Source: an optimization exercise on an open RTL-to-GDS flow (aim: small area, a short achievable clock period and few clock cycles per item). Production flows keep margins and buffers that such runs may drop. Function not checked in this run: the RTL went through the layout flow alone.

==> design/flow/config.mk <==
export PLATFORM = sky130hd
export DESIGN_NAME = simple_generic_matrix_mult
export DESIGN_NICKNAME = simple_generic_matrix_mult
export VERILOG_FILES = /design/flow/design.v
export SDC_FILE = /design/flow/constraint.sdc
export NUM_CORES = 4
export LEC_CHECK = 0
export ABC_CLOCK_PERIOD_IN_PS = 3000
export CAP_MARGIN = 20
export CORE_MARGIN = 2
export CORE_UTILIZATION = 70
export CTS_BUF_LIST = sky130_fd_sc_hd__clkbuf_8
export CTS_CLUSTER_DIAMETER = 60
export CTS_CLUSTER_SIZE = 14
export SLEW_MARGIN = 20
export SYNTH_HIERARCHICAL = 1
export SYNTH_MINIMUM_KEEP_SIZE = 0
==> design/flow/constraint.sdc <==
create_clock -name core_clock -period 10.0 [get_ports {clk}]
set_input_delay 2.0000 -clock core_clock [delete_from_list [all_inputs] [get_ports {clk}]]
set_output_delay 2.0000 -clock core_clock [all_outputs]
set_load 0.01 [all_outputs]
==> design/flow/design.v <==
module simple_generic_matrix_mult #(
    parameter integer M = 3,
    parameter integer N = 3,
    parameter integer P = 3,
    parameter integer DATA_WIDTH = 8
)(
    input  wire clk,
    input  wire rst,
    input  wire start,
    input  wire signed [DATA_WIDTH-1:0] a_in,
    input  wire [$clog2(M*N)-1:0] a_addr,
    input  wire a_wen,
    input  wire signed [DATA_WIDTH-1:0] b_in,
    input  wire [$clog2(N*P)-1:0] b_addr,
    input  wire b_wen,
    output reg [2*DATA_WIDTH-1:0] c_out,
    output reg c_valid,
    output reg done
);
    localparam integer E = 1;    
    reg [3:0] t;
    wire rd = start | ((t != 0) & (t <= 8));           
    wire rot_b = rd;                                    
    wire rot_a = rd & ((t == 2) | (t == 5) | (t == 8));  
    always @(posedge clk or posedge rst) begin
        if (rst) begin
            t <= 0;
            c_valid <= 0;
            done <= 0;
        end else begin
            c_valid <= (t >= E) && (t <= E + 8) && (t != 0 || start);
            done <= (t == E + 8);
            t <= (t == E + 8) ? 4'd0 : (start || t != 0) ? t + 4'd1 : 4'd0;
        end
    end
    reg [71:0] Am, Bm;
    genvar x;
    generate
        for (x = 0; x < 9; x = x + 1) begin : st
            wire wa = a_wen & (a_addr == x);
            wire wb = b_wen & (b_addr == x);
            wire ha = ~(wa | rot_a);
            wire hb = ~(wb | rot_b);
            if (x < 3) begin : ao
                always @(posedge clk)
                    Am[8*x +: 8] <= ({8{wa}} & a_in) | ({8{rot_a}} & Am[8*((x + 3) % 9) +: 8])
                                  | ({8{ha}} & Am[8*x +: 8]);
            end else begin : ae
                always @(posedge clk)
                    if (rot_a) Am[8*x +: 8] <= Am[8*((x + 3) % 9) +: 8];
                    else if (wa) Am[8*x +: 8] <= a_in;
            end
            if (x % 3 == 0) begin : bo
                always @(posedge clk)
                    Bm[8*x +: 8] <= ({8{wb}} & b_in) | ({8{rot_b}} & Bm[8*(x + 1) +: 8])
                                  | ({8{hb}} & Bm[8*x +: 8]);
            end else begin : be
                always @(posedge clk)
                    if (rot_b) Bm[8*x +: 8] <= Bm[8*((x % 3 == 2) ? x - 2 : x + 1) +: 8];
                    else if (wb) Bm[8*x +: 8] <= b_in;
            end
        end
    endgenerate
    wire [7:0] ma0 = Am[7:0], ma1 = Am[15:8], ma2 = Am[23:16];
    wire [7:0] mb0 = Bm[7:0], mb1 = Bm[31:24], mb2 = Bm[55:48];
    wire [7:0] a0 = ma0, a1 = ma1, a2 = ma2, b0 = mb0, b1 = mb1, b2 = mb2;
    wire pp0_0_0, pp0_0_1, pp0_0_2, pp0_0_3, pp0_0_4, pp0_0_5, pp0_0_6, pp0_0_7, pp0_1_0, pp0_1_1, pp0_1_2, pp0_1_3, pp0_1_4, pp0_1_5, pp0_1_6, pp0_1_7, pp0_2_0, pp0_2_1, pp0_2_2, pp0_2_3, pp0_2_4, pp0_2_5, pp0_2_6, pp0_2_7, pp0_3_0, pp0_3_1, pp0_3_2, pp0_3_3, pp0_3_4, pp0_3_5, pp0_3_6, pp0_3_7, pp0_4_0, pp0_4_1, pp0_4_2, pp0_4_3, pp0_4_4, pp0_4_5, pp0_4_6, pp0_4_7, pp0_5_0, pp0_5_1, pp0_5_2, pp0_5_3, pp0_5_4, pp0_5_5, pp0_5_6, pp0_5_7, pp0_6_0, pp0_6_1, pp0_6_2, pp0_6_3, pp0_6_4, pp0_6_5, pp0_6_6, pp0_6_7, pp0_7_0, pp0_7_1, pp0_7_2, pp0_7_3, pp0_7_4, pp0_7_5, pp0_7_6, pp0_7_7, pp1_0_0, pp1_0_1, pp1_0_2, pp1_0_3, pp1_0_4, pp1_0_5, pp1_0_6, pp1_0_7, pp1_1_0, pp1_1_1, pp1_1_2, pp1_1_3, pp1_1_4, pp1_1_5, pp1_1_6, pp1_1_7, pp1_2_0, pp1_2_1, pp1_2_2, pp1_2_3, pp1_2_4, pp1_2_5, pp1_2_6, pp1_2_7, pp1_3_0, pp1_3_1, pp1_3_2, pp1_3_3, pp1_3_4, pp1_3_5, pp1_3_6, pp1_3_7, pp1_4_0, pp1_4_1, pp1_4_2, pp1_4_3, pp1_4_4, pp1_4_5, pp1_4_6, pp1_4_7, pp1_5_0, pp1_5_1, pp1_5_2, pp1_5_3, pp1_5_4, pp1_5_5, pp1_5_6, pp1_5_7, pp1_6_0, pp1_6_1, pp1_6_2, pp1_6_3, pp1_6_4, pp1_6_5, pp1_6_6, pp1_6_7, pp1_7_0, pp1_7_1, pp1_7_2, pp1_7_3, pp1_7_4, pp1_7_5, pp1_7_6, pp1_7_7, pp2_0_0, pp2_0_1, pp2_0_2, pp2_0_3, pp2_0_4, pp2_0_5, pp2_0_6, pp2_0_7, pp2_1_0, pp2_1_1, pp2_1_2, pp2_1_3, pp2_1_4, pp2_1_5, pp2_1_6, pp2_1_7, pp2_2_0, pp2_2_1, pp2_2_2, pp2_2_3, pp2_2_4, pp2_2_5, pp2_2_6, pp2_2_7, pp2_3_0, pp2_3_1, pp2_3_2, pp2_3_3, pp2_3_4, pp2_3_5, pp2_3_6, pp2_3_7, pp2_4_0, pp2_4_1, pp2_4_2, pp2_4_3, pp2_4_4, pp2_4_5, pp2_4_6, pp2_4_7, pp2_5_0, pp2_5_1, pp2_5_2, pp2_5_3, pp2_5_4, pp2_5_5, pp2_5_6, pp2_5_7, pp2_6_0, pp2_6_1, pp2_6_2, pp2_6_3, pp2_6_4, pp2_6_5, pp2_6_6, pp2_6_7, pp2_7_0, pp2_7_1, pp2_7_2, pp2_7_3, pp2_7_4, pp2_7_5, pp2_7_6, pp2_7_7, s1, c2, s3, c4, s5, c6, s7, c8, s9, c10, s11, c12, s13, c14, s15, c16, s17, c18, s19, c20, s21, c22, s23, c24, s25, c26, s27, c28, s29, c30, s31, c32, s33, c34, s35, c36, s37, c38, s39, c40, s41, c42, s43, c44, s45, c46, s47, c48, s49, c50, s51, c52, s53, c54, s55, c56, s57, c58, s59, c60, s61, c62, s63, c64, s65, c66, s67, c68, s69, c70, s71, c72, s73, c74, s75, c76, s77, c78, s79, c80, s81, c82, s83, c84, s85, c86, s87, c88, s89, c90, s91, c92, s93, c94, s95, c96, s97, c98, s99, c100, s101, c102, s103, c104, s105, c106, s107, c108, s109, c110, s111, c112, s113, c114, s115, c116, s117, c118, s119, c120, s121, c122, s123, c124, s125, c126, s127, c128, s129, c130, s131, c132, s133, c134, s135, c136, s137, c138, s139, c140, s141, c142, s143, c144, s145, c146, s147, c148, s149, c150, s151, c152, s153, c154, s155, c156, s157, c158, s159, c160, s161, c162, s163, c164, s165, c166, s167, c168, s169, c170, s171, c172, s173, c174, s175, c176, s177, c178, s179, c180, s181, c182, s183, c184, s185, c186, s187, c188, s189, c190, s191, c192, s193, c194, s195, c196, s197, c198, s199, c200, s201, c202, s203, c204, s205, c206, s207, c208, s209, c210, s211, c212, s213, c214, s215, c216, s217, c218, s219, c220, s221, c222, s223, c224, s225, c226, s227, c228, s229, c230, s231, c232, s233, c234, s235, c236, s237, c238, s239, c240, s241, c242, s243, c244, s245, c246, s247, c248, s249, c250, s251, c252, s253, c254, s255, c256, s257, c258, s259, c260, s261, c262, s263, c264, s265, c266, s267, c268, s269, c270, s271, c272, s273, c274, s275, c276, s277, c278, s279, c280, s281, c282, s283, c284, s285, c286, s287, c288, s289, c290, s291, c292, s293, c294, s295, c296, s297, c298, s299, c300, s301, s302, c303, s304, c305, s306, c307, s308, c309, s310, c311, s312, c313, s314, c315, s316, c317, s318, c319, s320, c321, s322, c323, s324, c325, s326, c327, s328, c329, s330, c331, s332, c333, s334, c335, s336, c337, s338, c339, s340, c341, s342, c343, s344, c345, s346, c347, s348, c349, s350;
    assign pp0_0_0 = ~(a0[0] & b0[0]);
    assign pp0_0_1 = ~(a0[0] & b0[1]);
    assign pp0_0_2 = ~(a0[0] & b0[2]);
    assign pp0_0_3 = ~(a0[0] & b0[3]);
    assign pp0_0_4 = ~(a0[0] & b0[4]);
    assign pp0_0_5 = ~(a0[0] & b0[5]);
    assign pp0_0_6 = ~(a0[0] & b0[6]);
    assign pp0_0_7 = a0[0] & b0[7];
    assign pp0_1_0 = ~(a0[1] & b0[0]);
    assign pp0_1_1 = ~(a0[1] & b0[1]);
    assign pp0_1_2 = ~(a0[1] & b0[2]);
    assign pp0_1_3 = ~(a0[1] & b0[3]);
    assign pp0_1_4 = ~(a0[1] & b0[4]);
    assign pp0_1_5 = ~(a0[1] & b0[5]);
    assign pp0_1_6 = ~(a0[1] & b0[6]);
    assign pp0_1_7 = a0[1] & b0[7];
    assign pp0_2_0 = ~(a0[2] & b0[0]);
    assign pp0_2_1 = ~(a0[2] & b0[1]);
    assign pp0_2_2 = ~(a0[2] & b0[2]);
    assign pp0_2_3 = ~(a0[2] & b0[3]);
    assign pp0_2_4 = ~(a0[2] & b0[4]);
    assign pp0_2_5 = ~(a0[2] & b0[5]);
    assign pp0_2_6 = ~(a0[2] & b0[6]);
    assign pp0_2_7 = a0[2] & b0[7];
    assign pp0_3_0 = ~(a0[3] & b0[0]);
    assign pp0_3_1 = ~(a0[3] & b0[1]);
    assign pp0_3_2 = ~(a0[3] & b0[2]);
    assign pp0_3_3 = ~(a0[3] & b0[3]);
    assign pp0_3_4 = ~(a0[3] & b0[4]);
    assign pp0_3_5 = ~(a0[3] & b0[5]);
    assign pp0_3_6 = ~(a0[3] & b0[6]);
    assign pp0_3_7 = a0[3] & b0[7];
    assign pp0_4_0 = ~(a0[4] & b0[0]);
    assign pp0_4_1 = ~(a0[4] & b0[1]);
    assign pp0_4_2 = ~(a0[4] & b0[2]);
    assign pp0_4_3 = ~(a0[4] & b0[3]);
    assign pp0_4_4 = ~(a0[4] & b0[4]);
    assign pp0_4_5 = ~(a0[4] & b0[5]);
    assign pp0_4_6 = ~(a0[4] & b0[6]);
    assign pp0_4_7 = a0[4] & b0[7];
    assign pp0_5_0 = ~(a0[5] & b0[0]);
    assign pp0_5_1 = ~(a0[5] & b0[1]);
    assign pp0_5_2 = ~(a0[5] & b0[2]);
    assign pp0_5_3 = ~(a0[5] & b0[3]);
    assign pp0_5_4 = ~(a0[5] & b0[4]);
    assign pp0_5_5 = ~(a0[5] & b0[5]);
    assign pp0_5_6 = ~(a0[5] & b0[6]);
    assign pp0_5_7 = a0[5] & b0[7];
    assign pp0_6_0 = ~(a0[6] & b0[0]);
    assign pp0_6_1 = ~(a0[6] & b0[1]);
    assign pp0_6_2 = ~(a0[6] & b0[2]);
    assign pp0_6_3 = ~(a0[6] & b0[3]);
    assign pp0_6_4 = ~(a0[6] & b0[4]);
    assign pp0_6_5 = ~(a0[6] & b0[5]);
    assign pp0_6_6 = ~(a0[6] & b0[6]);
    assign pp0_6_7 = a0[6] & b0[7];
    assign pp0_7_0 = a0[7] & b0[0];
    assign pp0_7_1 = a0[7] & b0[1];
    assign pp0_7_2 = a0[7] & b0[2];
    assign pp0_7_3 = a0[7] & b0[3];
    assign pp0_7_4 = a0[7] & b0[4];
    assign pp0_7_5 = a0[7] & b0[5];
    assign pp0_7_6 = a0[7] & b0[6];
    assign pp0_7_7 = ~(a0[7] & b0[7]);
    assign pp1_0_0 = ~(a1[0] & b1[0]);
    assign pp1_0_1 = ~(a1[0] & b1[1]);
    assign pp1_0_2 = ~(a1[0] & b1[2]);
    assign pp1_0_3 = ~(a1[0] & b1[3]);
    assign pp1_0_4 = ~(a1[0] & b1[4]);
    assign pp1_0_5 = ~(a1[0] & b1[5]);
    assign pp1_0_6 = ~(a1[0] & b1[6]);
    assign pp1_0_7 = a1[0] & b1[7];
    assign pp1_1_0 = ~(a1[1] & b1[0]);
    assign pp1_1_1 = ~(a1[1] & b1[1]);
    assign pp1_1_2 = ~(a1[1] & b1[2]);
    assign pp1_1_3 = ~(a1[1] & b1[3]);
    assign pp1_1_4 = ~(a1[1] & b1[4]);
    assign pp1_1_5 = ~(a1[1] & b1[5]);
    assign pp1_1_6 = ~(a1[1] & b1[6]);
    assign pp1_1_7 = a1[1] & b1[7];
    assign pp1_2_0 = ~(a1[2] & b1[0]);
    assign pp1_2_1 = ~(a1[2] & b1[1]);
    assign pp1_2_2 = ~(a1[2] & b1[2]);
    assign pp1_2_3 = ~(a1[2] & b1[3]);
    assign pp1_2_4 = ~(a1[2] & b1[4]);
    assign pp1_2_5 = ~(a1[2] & b1[5]);
    assign pp1_2_6 = ~(a1[2] & b1[6]);
    assign pp1_2_7 = a1[2] & b1[7];
    assign pp1_3_0 = ~(a1[3] & b1[0]);
    assign pp1_3_1 = ~(a1[3] & b1[1]);
    assign pp1_3_2 = ~(a1[3] & b1[2]);
    assign pp1_3_3 = ~(a1[3] & b1[3]);
    assign pp1_3_4 = ~(a1[3] & b1[4]);
    assign pp1_3_5 = ~(a1[3] & b1[5]);
    assign pp1_3_6 = ~(a1[3] & b1[6]);
    assign pp1_3_7 = a1[3] & b1[7];
    assign pp1_4_0 = ~(a1[4] & b1[0]);
    assign pp1_4_1 = ~(a1[4] & b1[1]);
    assign pp1_4_2 = ~(a1[4] & b1[2]);
    assign pp1_4_3 = ~(a1[4] & b1[3]);
    assign pp1_4_4 = ~(a1[4] & b1[4]);
    assign pp1_4_5 = ~(a1[4] & b1[5]);
    assign pp1_4_6 = ~(a1[4] & b1[6]);
    assign pp1_4_7 = a1[4] & b1[7];
    assign pp1_5_0 = ~(a1[5] & b1[0]);
    assign pp1_5_1 = ~(a1[5] & b1[1]);
    assign pp1_5_2 = ~(a1[5] & b1[2]);
    assign pp1_5_3 = ~(a1[5] & b1[3]);
    assign pp1_5_4 = ~(a1[5] & b1[4]);
    assign pp1_5_5 = ~(a1[5] & b1[5]);
    assign pp1_5_6 = ~(a1[5] & b1[6]);
    assign pp1_5_7 = a1[5] & b1[7];
    assign pp1_6_0 = ~(a1[6] & b1[0]);
    assign pp1_6_1 = ~(a1[6] & b1[1]);
    assign pp1_6_2 = ~(a1[6] & b1[2]);
    assign pp1_6_3 = ~(a1[6] & b1[3]);
    assign pp1_6_4 = ~(a1[6] & b1[4]);
    assign pp1_6_5 = ~(a1[6] & b1[5]);
    assign pp1_6_6 = ~(a1[6] & b1[6]);
    assign pp1_6_7 = a1[6] & b1[7];
    assign pp1_7_0 = a1[7] & b1[0];
    assign pp1_7_1 = a1[7] & b1[1];
    assign pp1_7_2 = a1[7] & b1[2];
    assign pp1_7_3 = a1[7] & b1[3];
    assign pp1_7_4 = a1[7] & b1[4];
    assign pp1_7_5 = a1[7] & b1[5];
    assign pp1_7_6 = a1[7] & b1[6];
    assign pp1_7_7 = ~(a1[7] & b1[7]);
    assign pp2_0_0 = ~(a2[0] & b2[0]);
    assign pp2_0_1 = ~(a2[0] & b2[1]);
    assign pp2_0_2 = ~(a2[0] & b2[2]);
    assign pp2_0_3 = ~(a2[0] & b2[3]);
    assign pp2_0_4 = ~(a2[0] & b2[4]);
    assign pp2_0_5 = ~(a2[0] & b2[5]);
    assign pp2_0_6 = ~(a2[0] & b2[6]);
    assign pp2_0_7 = a2[0] & b2[7];
    assign pp2_1_0 = ~(a2[1] & b2[0]);
    assign pp2_1_1 = ~(a2[1] & b2[1]);
    assign pp2_1_2 = ~(a2[1] & b2[2]);
    assign pp2_1_3 = ~(a2[1] & b2[3]);
    assign pp2_1_4 = ~(a2[1] & b2[4]);
    assign pp2_1_5 = ~(a2[1] & b2[5]);
    assign pp2_1_6 = ~(a2[1] & b2[6]);
    assign pp2_1_7 = a2[1] & b2[7];
    assign pp2_2_0 = ~(a2[2] & b2[0]);
    assign pp2_2_1 = ~(a2[2] & b2[1]);
    assign pp2_2_2 = ~(a2[2] & b2[2]);
    assign pp2_2_3 = ~(a2[2] & b2[3]);
    assign pp2_2_4 = ~(a2[2] & b2[4]);
    assign pp2_2_5 = ~(a2[2] & b2[5]);
    assign pp2_2_6 = ~(a2[2] & b2[6]);
    assign pp2_2_7 = a2[2] & b2[7];
    assign pp2_3_0 = ~(a2[3] & b2[0]);
    assign pp2_3_1 = ~(a2[3] & b2[1]);
    assign pp2_3_2 = ~(a2[3] & b2[2]);
    assign pp2_3_3 = ~(a2[3] & b2[3]);
    assign pp2_3_4 = ~(a2[3] & b2[4]);
    assign pp2_3_5 = ~(a2[3] & b2[5]);
    assign pp2_3_6 = ~(a2[3] & b2[6]);
    assign pp2_3_7 = a2[3] & b2[7];
    assign pp2_4_0 = ~(a2[4] & b2[0]);
    assign pp2_4_1 = ~(a2[4] & b2[1]);
    assign pp2_4_2 = ~(a2[4] & b2[2]);
    assign pp2_4_3 = ~(a2[4] & b2[3]);
    assign pp2_4_4 = ~(a2[4] & b2[4]);
    assign pp2_4_5 = ~(a2[4] & b2[5]);
    assign pp2_4_6 = ~(a2[4] & b2[6]);
    assign pp2_4_7 = a2[4] & b2[7];
    assign pp2_5_0 = ~(a2[5] & b2[0]);
    assign pp2_5_1 = ~(a2[5] & b2[1]);
    assign pp2_5_2 = ~(a2[5] & b2[2]);
    assign pp2_5_3 = ~(a2[5] & b2[3]);
    assign pp2_5_4 = ~(a2[5] & b2[4]);
    assign pp2_5_5 = ~(a2[5] & b2[5]);
    assign pp2_5_6 = ~(a2[5] & b2[6]);
    assign pp2_5_7 = a2[5] & b2[7];
    assign pp2_6_0 = ~(a2[6] & b2[0]);
    assign pp2_6_1 = ~(a2[6] & b2[1]);
    assign pp2_6_2 = ~(a2[6] & b2[2]);
    assign pp2_6_3 = ~(a2[6] & b2[3]);
    assign pp2_6_4 = ~(a2[6] & b2[4]);
    assign pp2_6_5 = ~(a2[6] & b2[5]);
    assign pp2_6_6 = ~(a2[6] & b2[6]);
    assign pp2_6_7 = a2[6] & b2[7];
    assign pp2_7_0 = a2[7] & b2[0];
    assign pp2_7_1 = a2[7] & b2[1];
    assign pp2_7_2 = a2[7] & b2[2];
    assign pp2_7_3 = a2[7] & b2[3];
    assign pp2_7_4 = a2[7] & b2[4];
    assign pp2_7_5 = a2[7] & b2[5];
    assign pp2_7_6 = a2[7] & b2[6];
    assign pp2_7_7 = ~(a2[7] & b2[7]);
    mm_fa u_s1 (.a(pp0_0_0), .b(pp1_0_0), .c(pp2_0_0), .s(s1), .co(c2));
    mm_fa u_s3 (.a(pp0_0_1), .b(pp0_1_0), .c(pp1_0_1), .s(s3), .co(c4));
    mm_fa u_s5 (.a(pp1_1_0), .b(pp2_0_1), .c(pp2_1_0), .s(s5), .co(c6));
    mm_fa u_s7 (.a(c2), .b(s3), .c(s5), .s(s7), .co(c8));
    assign s9 = ~(pp0_0_2 ^ pp0_1_1);
    assign c10 = pp0_0_2 | pp0_1_1;
    mm_fa u_s11 (.a(pp0_2_0), .b(pp1_0_2), .c(pp1_1_1), .s(s11), .co(c12));
    mm_fa u_s13 (.a(pp1_2_0), .b(pp2_0_2), .c(pp2_1_1), .s(s13), .co(c14));
    mm_fa u_s15 (.a(pp2_2_0), .b(c4), .c(c6), .s(s15), .co(c16));
    mm_fa u_s17 (.a(s9), .b(s11), .c(s13), .s(s17), .co(c18));
    mm_fa u_s19 (.a(c8), .b(s15), .c(s17), .s(s19), .co(c20));
    assign s21 = ~(pp0_0_3 ^ pp0_1_2);
    assign c22 = pp0_0_3 | pp0_1_2;
    mm_fa u_s23 (.a(pp0_2_1), .b(pp0_3_0), .c(pp1_0_3), .s(s23), .co(c24));
    mm_fa u_s25 (.a(pp1_1_2), .b(pp1_2_1), .c(pp1_3_0), .s(s25), .co(c26));
    mm_fa u_s27 (.a(pp2_0_3), .b(pp2_1_2), .c(pp2_2_1), .s(s27), .co(c28));
    mm_fa u_s29 (.a(pp2_3_0), .b(c10), .c(c12), .s(s29), .co(c30));
    mm_fa u_s31 (.a(c14), .b(s21), .c(s23), .s(s31), .co(c32));
    mm_fa u_s33 (.a(s25), .b(s27), .c(c16), .s(s33), .co(c34));
    mm_fa u_s35 (.a(c18), .b(s29), .c(s31), .s(s35), .co(c36));
    mm_fa u_s37 (.a(s33), .b(c20), .c(s35), .s(s37), .co(c38));
    assign s39 = ~(pp0_0_4 ^ pp0_1_3);
    assign c40 = pp0_0_4 | pp0_1_3;
    mm_fa u_s41 (.a(pp0_2_2), .b(pp0_3_1), .c(pp0_4_0), .s(s41), .co(c42));
    mm_fa u_s43 (.a(pp1_0_4), .b(pp1_1_3), .c(pp1_2_2), .s(s43), .co(c44));
    mm_fa u_s45 (.a(pp1_3_1), .b(pp1_4_0), .c(pp2_0_4), .s(s45), .co(c46));
    mm_fa u_s47 (.a(pp2_1_3), .b(pp2_2_2), .c(pp2_3_1), .s(s47), .co(c48));
    mm_fa u_s49 (.a(pp2_4_0), .b(c22), .c(c24), .s(s49), .co(c50));
    mm_fa u_s51 (.a(c26), .b(c28), .c(s39), .s(s51), .co(c52));
    mm_fa u_s53 (.a(s41), .b(s43), .c(s45), .s(s53), .co(c54));
    mm_fa u_s55 (.a(s47), .b(c30), .c(c32), .s(s55), .co(c56));
    mm_fa u_s57 (.a(s49), .b(s51), .c(s53), .s(s57), .co(c58));
    mm_fa u_s59 (.a(c34), .b(c36), .c(s55), .s(s59), .co(c60));
    assign s61 = ~(pp0_0_5 ^ pp0_1_4);
    assign c62 = pp0_0_5 | pp0_1_4;
    mm_fa u_s63 (.a(pp0_2_3), .b(pp0_3_2), .c(pp0_4_1), .s(s63), .co(c64));
    mm_fa u_s65 (.a(pp0_5_0), .b(pp1_0_5), .c(pp1_1_4), .s(s65), .co(c66));
    mm_fa u_s67 (.a(pp1_2_3), .b(pp1_3_2), .c(pp1_4_1), .s(s67), .co(c68));
    mm_fa u_s69 (.a(pp1_5_0), .b(pp2_0_5), .c(pp2_1_4), .s(s69), .co(c70));
    mm_fa u_s71 (.a(pp2_2_3), .b(pp2_3_2), .c(pp2_4_1), .s(s71), .co(c72));
    mm_fa u_s73 (.a(pp2_5_0), .b(c40), .c(c42), .s(s73), .co(c74));
    mm_fa u_s75 (.a(c44), .b(c46), .c(c48), .s(s75), .co(c76));
    mm_fa u_s77 (.a(s61), .b(s63), .c(s65), .s(s77), .co(c78));
    mm_fa u_s79 (.a(s67), .b(s69), .c(s71), .s(s79), .co(c80));
    mm_fa u_s81 (.a(c50), .b(c52), .c(c54), .s(s81), .co(c82));
    mm_fa u_s83 (.a(s73), .b(s75), .c(s77), .s(s83), .co(c84));
    mm_fa u_s85 (.a(s79), .b(c56), .c(c58), .s(s85), .co(c86));
    assign s87 = ~(pp0_0_6 ^ pp0_1_5);
    assign c88 = pp0_0_6 | pp0_1_5;
    mm_fa u_s89 (.a(pp0_2_4), .b(pp0_3_3), .c(pp0_4_2), .s(s89), .co(c90));
    mm_fa u_s91 (.a(pp0_5_1), .b(pp0_6_0), .c(pp1_0_6), .s(s91), .co(c92));
    mm_fa u_s93 (.a(pp1_1_5), .b(pp1_2_4), .c(pp1_3_3), .s(s93), .co(c94));
    mm_fa u_s95 (.a(pp1_4_2), .b(pp1_5_1), .c(pp1_6_0), .s(s95), .co(c96));
    mm_fa u_s97 (.a(pp2_0_6), .b(pp2_1_5), .c(pp2_2_4), .s(s97), .co(c98));
    mm_fa u_s99 (.a(pp2_3_3), .b(pp2_4_2), .c(pp2_5_1), .s(s99), .co(c100));
    mm_fa u_s101 (.a(pp2_6_0), .b(c62), .c(c64), .s(s101), .co(c102));
    mm_fa u_s103 (.a(c66), .b(c68), .c(c70), .s(s103), .co(c104));
    mm_fa u_s105 (.a(c72), .b(s87), .c(s89), .s(s105), .co(c106));
    mm_fa u_s107 (.a(s91), .b(s93), .c(s95), .s(s107), .co(c108));
    mm_fa u_s109 (.a(s97), .b(s99), .c(c74), .s(s109), .co(c110));
    mm_fa u_s111 (.a(c76), .b(c78), .c(c80), .s(s111), .co(c112));
    mm_fa u_s113 (.a(s101), .b(s103), .c(s105), .s(s113), .co(c114));
    mm_fa u_s115 (.a(s107), .b(c82), .c(s109), .s(s115), .co(c116));
    mm_fa u_s117 (.a(c84), .b(s111), .c(s113), .s(s117), .co(c118));
    assign s119 = ~(pp0_0_7 ^ pp0_1_6);
    assign c120 = pp0_0_7 | pp0_1_6;
    mm_fa u_s121 (.a(pp0_2_5), .b(pp0_3_4), .c(pp0_4_3), .s(s121), .co(c122));
    mm_fa u_s123 (.a(pp0_5_2), .b(pp0_6_1), .c(pp0_7_0), .s(s123), .co(c124));
    mm_fa u_s125 (.a(pp1_0_7), .b(pp1_1_6), .c(pp1_2_5), .s(s125), .co(c126));
    mm_fa u_s127 (.a(pp1_3_4), .b(pp1_4_3), .c(pp1_5_2), .s(s127), .co(c128));
    mm_fa u_s129 (.a(pp1_6_1), .b(pp1_7_0), .c(pp2_0_7), .s(s129), .co(c130));
    mm_fa u_s131 (.a(pp2_1_6), .b(pp2_2_5), .c(pp2_3_4), .s(s131), .co(c132));
    mm_fa u_s133 (.a(pp2_4_3), .b(pp2_5_2), .c(pp2_6_1), .s(s133), .co(c134));
    mm_fa u_s135 (.a(pp2_7_0), .b(c88), .c(c90), .s(s135), .co(c136));
    mm_fa u_s137 (.a(c92), .b(c94), .c(c96), .s(s137), .co(c138));
    mm_fa u_s139 (.a(c98), .b(c100), .c(s119), .s(s139), .co(c140));
    mm_fa u_s141 (.a(s121), .b(s123), .c(s125), .s(s141), .co(c142));
    mm_fa u_s143 (.a(s127), .b(s129), .c(s131), .s(s143), .co(c144));
    mm_fa u_s145 (.a(s133), .b(c102), .c(c104), .s(s145), .co(c146));
    mm_fa u_s147 (.a(c106), .b(c108), .c(s135), .s(s147), .co(c148));
    mm_fa u_s149 (.a(s137), .b(s139), .c(s141), .s(s149), .co(c150));
    mm_fa u_s151 (.a(s143), .b(c110), .c(c112), .s(s151), .co(c152));
    mm_fa u_s153 (.a(s145), .b(c114), .c(s147), .s(s153), .co(c154));
    mm_fa u_s155 (.a(pp0_1_7), .b(pp0_2_6), .c(pp0_3_5), .s(s155), .co(c156));
    mm_fa u_s157 (.a(pp0_4_4), .b(pp0_5_3), .c(pp0_6_2), .s(s157), .co(c158));
    mm_fa u_s159 (.a(pp0_7_1), .b(pp1_1_7), .c(pp1_2_6), .s(s159), .co(c160));
    mm_fa u_s161 (.a(pp1_3_5), .b(pp1_4_4), .c(pp1_5_3), .s(s161), .co(c162));
    mm_fa u_s163 (.a(pp1_6_2), .b(pp1_7_1), .c(pp2_1_7), .s(s163), .co(c164));
    mm_fa u_s165 (.a(pp2_2_6), .b(pp2_3_5), .c(pp2_4_4), .s(s165), .co(c166));
    mm_fa u_s167 (.a(pp2_5_3), .b(pp2_6_2), .c(pp2_7_1), .s(s167), .co(c168));
    mm_fa u_s169 (.a(c120), .b(c122), .c(c124), .s(s169), .co(c170));
    mm_fa u_s171 (.a(c126), .b(c128), .c(c130), .s(s171), .co(c172));
    mm_fa u_s173 (.a(c132), .b(c134), .c(s155), .s(s173), .co(c174));
    mm_fa u_s175 (.a(s157), .b(s159), .c(s161), .s(s175), .co(c176));
    mm_fa u_s177 (.a(s163), .b(s165), .c(s167), .s(s177), .co(c178));
    mm_fa u_s179 (.a(c136), .b(c138), .c(c140), .s(s179), .co(c180));
    mm_fa u_s181 (.a(c142), .b(c144), .c(s169), .s(s181), .co(c182));
    mm_fa u_s183 (.a(s171), .b(s173), .c(s175), .s(s183), .co(c184));
    mm_fa u_s185 (.a(s177), .b(c146), .c(c148), .s(s185), .co(c186));
    mm_fa u_s187 (.a(c150), .b(s179), .c(s181), .s(s187), .co(c188));
    assign s189 = ~(pp0_2_7 ^ pp0_3_6);
    assign c190 = pp0_2_7 | pp0_3_6;
    mm_fa u_s191 (.a(pp0_4_5), .b(pp0_5_4), .c(pp0_6_3), .s(s191), .co(c192));
    mm_fa u_s193 (.a(pp0_7_2), .b(pp1_2_7), .c(pp1_3_6), .s(s193), .co(c194));
    mm_fa u_s195 (.a(pp1_4_5), .b(pp1_5_4), .c(pp1_6_3), .s(s195), .co(c196));
    mm_fa u_s197 (.a(pp1_7_2), .b(pp2_2_7), .c(pp2_3_6), .s(s197), .co(c198));
    mm_fa u_s199 (.a(pp2_4_5), .b(pp2_5_4), .c(pp2_6_3), .s(s199), .co(c200));
    mm_fa u_s201 (.a(pp2_7_2), .b(c156), .c(c158), .s(s201), .co(c202));
    mm_fa u_s203 (.a(c160), .b(c162), .c(c164), .s(s203), .co(c204));
    mm_fa u_s205 (.a(c166), .b(c168), .c(s189), .s(s205), .co(c206));
    mm_fa u_s207 (.a(s191), .b(s193), .c(s195), .s(s207), .co(c208));
    mm_fa u_s209 (.a(s197), .b(s199), .c(c170), .s(s209), .co(c210));
    mm_fa u_s211 (.a(c172), .b(c174), .c(c176), .s(s211), .co(c212));
    mm_fa u_s213 (.a(c178), .b(s201), .c(s203), .s(s213), .co(c214));
    mm_fa u_s215 (.a(s205), .b(s207), .c(c180), .s(s215), .co(c216));
    mm_fa u_s217 (.a(c182), .b(s209), .c(c184), .s(s217), .co(c218));
    mm_fa u_s219 (.a(s211), .b(s213), .c(c186), .s(s219), .co(c220));
    mm_fa u_s221 (.a(pp0_3_7), .b(pp0_4_6), .c(pp0_5_5), .s(s221), .co(c222));
    mm_fa u_s223 (.a(pp0_6_4), .b(pp0_7_3), .c(pp1_3_7), .s(s223), .co(c224));
    mm_fa u_s225 (.a(pp1_4_6), .b(pp1_5_5), .c(pp1_6_4), .s(s225), .co(c226));
    mm_fa u_s227 (.a(pp1_7_3), .b(pp2_3_7), .c(pp2_4_6), .s(s227), .co(c228));
    mm_fa u_s229 (.a(pp2_5_5), .b(pp2_6_4), .c(pp2_7_3), .s(s229), .co(c230));
    mm_fa u_s231 (.a(c190), .b(c192), .c(c194), .s(s231), .co(c232));
    mm_fa u_s233 (.a(c196), .b(c198), .c(c200), .s(s233), .co(c234));
    mm_fa u_s235 (.a(s221), .b(s223), .c(s225), .s(s235), .co(c236));
    mm_fa u_s237 (.a(s227), .b(s229), .c(c202), .s(s237), .co(c238));
    mm_fa u_s239 (.a(c204), .b(c206), .c(c208), .s(s239), .co(c240));
    mm_fa u_s241 (.a(s231), .b(s233), .c(s235), .s(s241), .co(c242));
    mm_fa u_s243 (.a(c210), .b(c212), .c(c214), .s(s243), .co(c244));
    mm_fa u_s245 (.a(s237), .b(s239), .c(s241), .s(s245), .co(c246));
    mm_fa u_s247 (.a(pp0_4_7), .b(pp0_5_6), .c(pp0_6_5), .s(s247), .co(c248));
    mm_fa u_s249 (.a(pp0_7_4), .b(pp1_4_7), .c(pp1_5_6), .s(s249), .co(c250));
    mm_fa u_s251 (.a(pp1_6_5), .b(pp1_7_4), .c(pp2_4_7), .s(s251), .co(c252));
    mm_fa u_s253 (.a(pp2_5_6), .b(pp2_6_5), .c(pp2_7_4), .s(s253), .co(c254));
    mm_fa u_s255 (.a(c222), .b(c224), .c(c226), .s(s255), .co(c256));
    mm_fa u_s257 (.a(c228), .b(c230), .c(s247), .s(s257), .co(c258));
    mm_fa u_s259 (.a(s249), .b(s251), .c(s253), .s(s259), .co(c260));
    mm_fa u_s261 (.a(c232), .b(c234), .c(c236), .s(s261), .co(c262));
    mm_fa u_s263 (.a(s255), .b(s257), .c(s259), .s(s263), .co(c264));
    mm_fa u_s265 (.a(c238), .b(c240), .c(c242), .s(s265), .co(c266));
    mm_fa u_s267 (.a(s261), .b(s263), .c(c244), .s(s267), .co(c268));
    mm_fa u_s269 (.a(pp0_5_7), .b(pp0_6_6), .c(pp0_7_5), .s(s269), .co(c270));
    mm_fa u_s271 (.a(pp1_5_7), .b(pp1_6_6), .c(pp1_7_5), .s(s271), .co(c272));
    mm_fa u_s273 (.a(pp2_5_7), .b(pp2_6_6), .c(pp2_7_5), .s(s273), .co(c274));
    mm_fa u_s275 (.a(c248), .b(c250), .c(c252), .s(s275), .co(c276));
    mm_fa u_s277 (.a(c254), .b(s269), .c(s271), .s(s277), .co(c278));
    mm_fa u_s279 (.a(s273), .b(c256), .c(c258), .s(s279), .co(c280));
    mm_fa u_s281 (.a(c260), .b(s275), .c(s277), .s(s281), .co(c282));
    mm_fa u_s283 (.a(c262), .b(c264), .c(s279), .s(s283), .co(c284));
    mm_fa u_s285 (.a(pp0_6_7), .b(pp0_7_6), .c(pp1_6_7), .s(s285), .co(c286));
    mm_fa u_s287 (.a(pp1_7_6), .b(pp2_6_7), .c(pp2_7_6), .s(s287), .co(c288));
    mm_fa u_s289 (.a(c270), .b(c272), .c(c274), .s(s289), .co(c290));
    mm_fa u_s291 (.a(s285), .b(s287), .c(c276), .s(s291), .co(c292));
    mm_fa u_s293 (.a(c278), .b(s289), .c(c280), .s(s293), .co(c294));
    mm_fa u_s295 (.a(pp0_7_7), .b(pp1_7_7), .c(pp2_7_7), .s(s295), .co(c296));
    mm_fa u_s297 (.a(c286), .b(c288), .c(s295), .s(s297), .co(c298));
    mm_fa u_s299 (.a(c290), .b(s297), .c(c292), .s(s299), .co(c300));
    assign s301 = 1'b1 ^ c296 ^ c298;
    mm_fa u_s302 (.a(ra_s57), .b(ra_c38), .c(ra_s59), .s(s302), .co(c303));
    mm_fa u_s304 (.a(ra_s81), .b(ra_s83), .c(ra_c60), .s(s304), .co(c305));
    mm_fa u_s306 (.a(ra_s85), .b(c303), .c(s304), .s(s306), .co(c307));
    mm_fa u_s308 (.a(ra_c86), .b(ra_s115), .c(ra_s117), .s(s308), .co(c309));
    mm_fa u_s310 (.a(c305), .b(s308), .c(c307), .s(s310), .co(c311));
    mm_fa u_s312 (.a(ra_s149), .b(ra_c116), .c(ra_s151), .s(s312), .co(c313));
    mm_fa u_s314 (.a(ra_c118), .b(ra_s153), .c(c309), .s(s314), .co(c315));
    mm_fa u_s316 (.a(s312), .b(s314), .c(c311), .s(s316), .co(c317));
    mm_fa u_s318 (.a(ra_s183), .b(ra_c152), .c(ra_c154), .s(s318), .co(c319));
    mm_fa u_s320 (.a(ra_s185), .b(ra_s187), .c(c313), .s(s320), .co(c321));
    mm_fa u_s322 (.a(s318), .b(c315), .c(s320), .s(s322), .co(c323));
    mm_fa u_s324 (.a(ra_c188), .b(ra_s215), .c(ra_s217), .s(s324), .co(c325));
    mm_fa u_s326 (.a(ra_s219), .b(c319), .c(s324), .s(s326), .co(c327));
    mm_fa u_s328 (.a(c321), .b(s326), .c(c323), .s(s328), .co(c329));
    mm_fa u_s330 (.a(ra_c216), .b(ra_c218), .c(ra_s243), .s(s330), .co(c331));
    mm_fa u_s332 (.a(ra_s245), .b(ra_c220), .c(c325), .s(s332), .co(c333));
    mm_fa u_s334 (.a(s330), .b(c327), .c(s332), .s(s334), .co(c335));
    mm_fa u_s336 (.a(ra_c246), .b(ra_s265), .c(ra_s267), .s(s336), .co(c337));
    mm_fa u_s338 (.a(c331), .b(s336), .c(c333), .s(s338), .co(c339));
    mm_fa u_s340 (.a(ra_s281), .b(ra_c266), .c(ra_s283), .s(s340), .co(c341));
    mm_fa u_s342 (.a(ra_c268), .b(c337), .c(s340), .s(s342), .co(c343));
    mm_fa u_s344 (.a(ra_s291), .b(ra_c282), .c(ra_c284), .s(s344), .co(c345));
    mm_fa u_s346 (.a(ra_s293), .b(c341), .c(s344), .s(s346), .co(c347));
    mm_fa u_s348 (.a(ra_c294), .b(ra_s299), .c(c345), .s(s348), .co(c349));
    assign s350 = ra_s301 ^ ra_c300 ^ c349;
    reg ra_s1, ra_s7, ra_s19, ra_s37, ra_s57, ra_c38, ra_s59, ra_s81, ra_s83, ra_c60, ra_s85, ra_c86, ra_s115, ra_s117, ra_s149, ra_c116, ra_s151, ra_c118, ra_s153, ra_s183, ra_c152, ra_c154, ra_s185, ra_s187, ra_c188, ra_s215, ra_s217, ra_s219, ra_c216, ra_c218, ra_s243, ra_s245, ra_c220, ra_c246, ra_s265, ra_s267, ra_s281, ra_c266, ra_s283, ra_c268, ra_s291, ra_c282, ra_c284, ra_s293, ra_c294, ra_s299, ra_s301, ra_c300;
    always @(posedge clk) begin
        ra_s1 <= s1;
        ra_s7 <= s7;
        ra_s19 <= s19;
        ra_s37 <= s37;
        ra_s57 <= s57;
        ra_c38 <= c38;
        ra_s59 <= s59;
        ra_s81 <= s81;
        ra_s83 <= s83;
        ra_c60 <= c60;
        ra_s85 <= s85;
        ra_c86 <= c86;
        ra_s115 <= s115;
        ra_s117 <= s117;
        ra_s149 <= s149;
        ra_c116 <= c116;
        ra_s151 <= s151;
        ra_c118 <= c118;
        ra_s153 <= s153;
        ra_s183 <= s183;
        ra_c152 <= c152;
        ra_c154 <= c154;
        ra_s185 <= s185;
        ra_s187 <= s187;
        ra_c188 <= c188;
        ra_s215 <= s215;
        ra_s217 <= s217;
        ra_s219 <= s219;
        ra_c216 <= c216;
        ra_c218 <= c218;
        ra_s243 <= s243;
        ra_s245 <= s245;
        ra_c220 <= c220;
        ra_c246 <= c246;
        ra_s265 <= s265;
        ra_s267 <= s267;
        ra_s281 <= s281;
        ra_c266 <= c266;
        ra_s283 <= s283;
        ra_c268 <= c268;
        ra_s291 <= s291;
        ra_c282 <= c282;
        ra_c284 <= c284;
        ra_s293 <= s293;
        ra_c294 <= c294;
        ra_s299 <= s299;
        ra_s301 <= s301;
        ra_c300 <= c300;
    end
    wire [15:0] row1 = {s350, c347, c343, s342, c335, s334, s328, s322, s316, s310, s306, s302, ra_s37, ra_s19, ra_s7, ra_s1};
    wire [15:0] row2 = {1'b0, s348, s346, c339, s338, c329, 1'b0, c317, 1'b0, 1'b0, 1'b0, 1'b0, 1'b0, 1'b0, 1'b0, 1'b0};
    always @(posedge clk) c_out <= ~(row1 + row2);
endmodule
module mm_fa (input wire a, input wire b, input wire c, output wire s, output wire co);
    assign s = a ^ b ^ c;
    assign co = (a & b) | (a & c) | (b & c);
endmodule
module mm_ha (input wire a, input wire b, output wire s, output wire co);
    assign s = a ^ b;
    assign co = a & b;
endmodule
==> design/flow/flow/run.sh <==
#!/bin/bash
set -euo pipefail
bash standard.sh SETUP_SLACK_MARGIN=7 "BUFFER_PORTS_ARGS=-buffer_cell sky130_fd_sc_hd__buf_2" finish > standard_flow.log 2>&1
==> design/flow/standard.sh <==
#!/bin/bash
# synth_recipe.tcl (not shown) runs the flow's synth.tcl, then flattens the netlist and writes it again
# the make line also repeats each setting of config.mk as NAME=value (left out here)
make -C /OpenROAD-flow-scripts/flow DESIGN_CONFIG=/design/flow/config.mk WORK_HOME=/design/flow/orfs CLKGATE_MAP_FILE= SYNTH_SCRIPT=/design/flow/synth_recipe.tcl "${@:-finish}"
==> run notes <==
Routed Antenna Nets 0; routability cong. 0.958; hold_buf cts 0; max-cap violation count 0; Layout fillers ~1.0k; HPWL Detailed about 21 mm; min-delay src ra_s1; Initial Utilization 0.716; core footprint about 17000 sq um; final setup fails 0; H-tree depth 1; Post-synth EDFFs 96; critical path startpoint category flip-flop; Syn Nets 1218; Setup CP Type flip-flop to output port; worst hold path class flip-flop to flip-flop; family with the most delay on the worst path flip-flops; Placement Setup Slack 6090 ps; async set-or-reset flop fraction in the synthesized netlist 0.0280; Synth-to-Final Area Change 10.6%; fin worst setup slack 6980 ps; first-pass GRT wire length 44.4 mm; Final #Nets 1226; clk buf depth 3; Distinct cells, synth 48; pin count of the biggest net entering global routing 76; crit path to c_valid; Detailed Routing Iterations Pass 1 5; TNS Setup 0 ps; crit path from c_valid; RR Endpoint c_out[14]; Synth Instances 1003; number of port buffers 46; CP Max Fanout 1; commonest non-fill, non-tap cell in the layout fa_1; IO Pins 47; Max Freq between 300 and 400 MHz; Die Y 137 um; Arr. time, crit path 1020 ps; Most used DFF post-synth dfxtp_1; worst skew pair latency 530 ps; vias in the first global route 8368; sequential cell area 5440 sq um; DRC Markers 0; Crit path largest cell delay 360 ps; register bit count reported by yosys around 210; root buf cell clkbuf_8; Final Cycle Share 0.302; Post-Route WL 29.0 mm; Routed wire per std cell 23.2 um; cell taking the most area after synthesis fa_1; Die X-Extent 137 um; Seq/Total Area, Yosys 0.426; Syn Area/Cell 12.3 sq um; min Tclk post-route approximately 3000 ps; RSZ-0062 raised after global routing true; cells on worst reg2reg path 10; critical path depth 1; Starting DRT DRC Count 706; drt via density 6.37; CTS tree done; Num CTS Buffers 19; grt total ovfl 0; CP max-delay cell dfrtp_1; worst hold slack 364 ps; clk slew on worst S/H paths about 90 ps; routed vias ~8.0k; CP Cell Sequence buf_2; GRT Total Usage 0.317; yosys warns 7; Netlist Area Pre-Place 12400 sq um; Slew headroom 0.344; Core Util, Final 0.792; outcome no timing/DRC/antenna violations; reg2reg start ra_c86; die area 18800 sq um; most frequent cells in the layout fa_1 (154), nand2_1 (144), a21o_1 (120); Worst-Margin Slew approximately 980 ps; Worst Path Buf+Inv 1; Multi-input gate area roughly 7000 sq um; layout cells sized above 1 0.202; CP required 8000 ps; top cell type's share of synthesized area 0.270; Final Hold Fails 0; top cells by area, synth fa_1 (27%), edfxtp_1 (23%), dfxtp_1 (18%), a21o_1 (7.3%), nand2_1 (4.4%); Max Slew Vio Count 0; Rows 48; Clock Sinks 214; R2R setup slack about 7000 ps; Clock Skews 31.2 ps; initial antenna violation count 0; endpoint class of the critical path output port
==> worst min-delay path by stage <==
stage / end / slack, ps / cells after the start
after floorplan: c_out[0] / 340 / 1
after global placement: c_out[1] / 340 / 1
after detailed placement: c_out[0] / 350 / 1
after CTS: c_out[0] / 360 / 1
after global routing: c_out[0] / 370 / 1
final: c_out[0] / 360 / 1
==> flip-flops by register name, summed over array words and instances (netlist names), 4 cells and up <==
signal	flops
Am	72
Bm	72
c_out	16
t	4
==> metrics by stage <==
stage	cells	instance area, sq um
finish	1249	13700
global route	1247	13700
CTS	1231	13400
detailed placement	1192	12800
global placement	1192	12800
floorplan	1003	12700
==> area by class of cell <==
| type | count | share of cell area |
|---|---|---|
| Clock buffer | 19 | 0.0191 |
| Antenna cell | 2 | 0.000365 |
| Sequential cell | 214 | 0.397 |
| Tap cell | 225 | 0.0206 |
| Inverter | 38 | 0.0104 |
| Timing Repair Buffer | 70 | 0.0378 |
| Multi-Input combinational cell | 668 | 0.510 |
| Clock inverter | 13 | 0.00438 |
==> kinds of logic after synthesis <==
logic type | count (synthesis) | share of synthesized area
compound gates | 200 | 0.126
xor+xnor | 9 | 0.00637
fa+ha+maj | 186 | 0.289
buf+inv | 121 | 0.0413
flops | 214 | 0.426
mux | 2 | 0.00172
simple gates | 271 | 0.109
==> routing by layer <==
| layer | share of wire | vias to the layer above | global-route usage |
|---|---|---|---|
| met2 | 0.49 | 446 | 0.515 |
| met5 | 0 | - | 0 |
| li1 | - | 3405 | - |
| met1 | 0.39 | 4009 | 0.421 |
| met4 | 0.035 | 0 | 0.113 |
| met3 | 0.091 | 94 | 0.0759 |
==> per-module statistics from Yosys, one instance, submodules excluded <==
module | flip-flops and latches | area [sq um] | times used | cells inside
simple_generic_matrix_mult | 214 | 9040 | 1 | 836
mm_fa | 0 | 20.0 | 167 | 1
==> synthesized netlist by cell type (6+ instances only) <==
cell type  instances
a21o_1           120
a21oi_1            6
a221o_1           24
a22o_1            24
and2_0             6
and2_1            64
buf_2             12
clkbuf_1          62
dfrtp_1            6
dfxtp_1          112
edfxtp_1          96
fa_1             167
ha_1              19
inv_1             38
nand2_1          144
nor2_1             6
nor3_1            16
nor4_1             7
o21ai_0            9
xnor2_1            6
==> timing repair <==
| action | 4_1_cts | 5_1_grt |
|---|---|---|
| setup buffers | 7 | 16 |
| pin swaps | 17 | 9 |
| gates resized for setup | 103 | 42 |
| endpoints found under the setup margin | 238 | 81 |

==> afterwards: timing with drivers on the ports <==
Ports are ideal in the flow. The routed layout listed here was re-timed in OpenROAD.
Step 1 (the two cells are an assumption about what drives the block):
set clk [get_ports {clk}]
set_driving_cell -lib_cell sky130_fd_sc_hd__clkbuf_16 $clk
set_driving_cell -lib_cell sky130_fd_sc_hd__buf_2 [delete_from_list [all_inputs] $clk]
Step 2, shift: input delay + t, output delay - t, t = (earliest + latest rising clock arrival at the registers) / 2. This alone moves slack from input paths to output paths.
Slacks: no drivers / after step 1 / after step 2; pairs: no drivers / after step 1.
t (ns): 0.565
setup WS [ns]: 6.984 / 6.938 / 6.467
cell pins on the clock port's net: 1
After both steps setup and hold are still met in this run. The setup slack of this run moves by -0.046 ns with the drivers and by -0.517 ns with both steps.
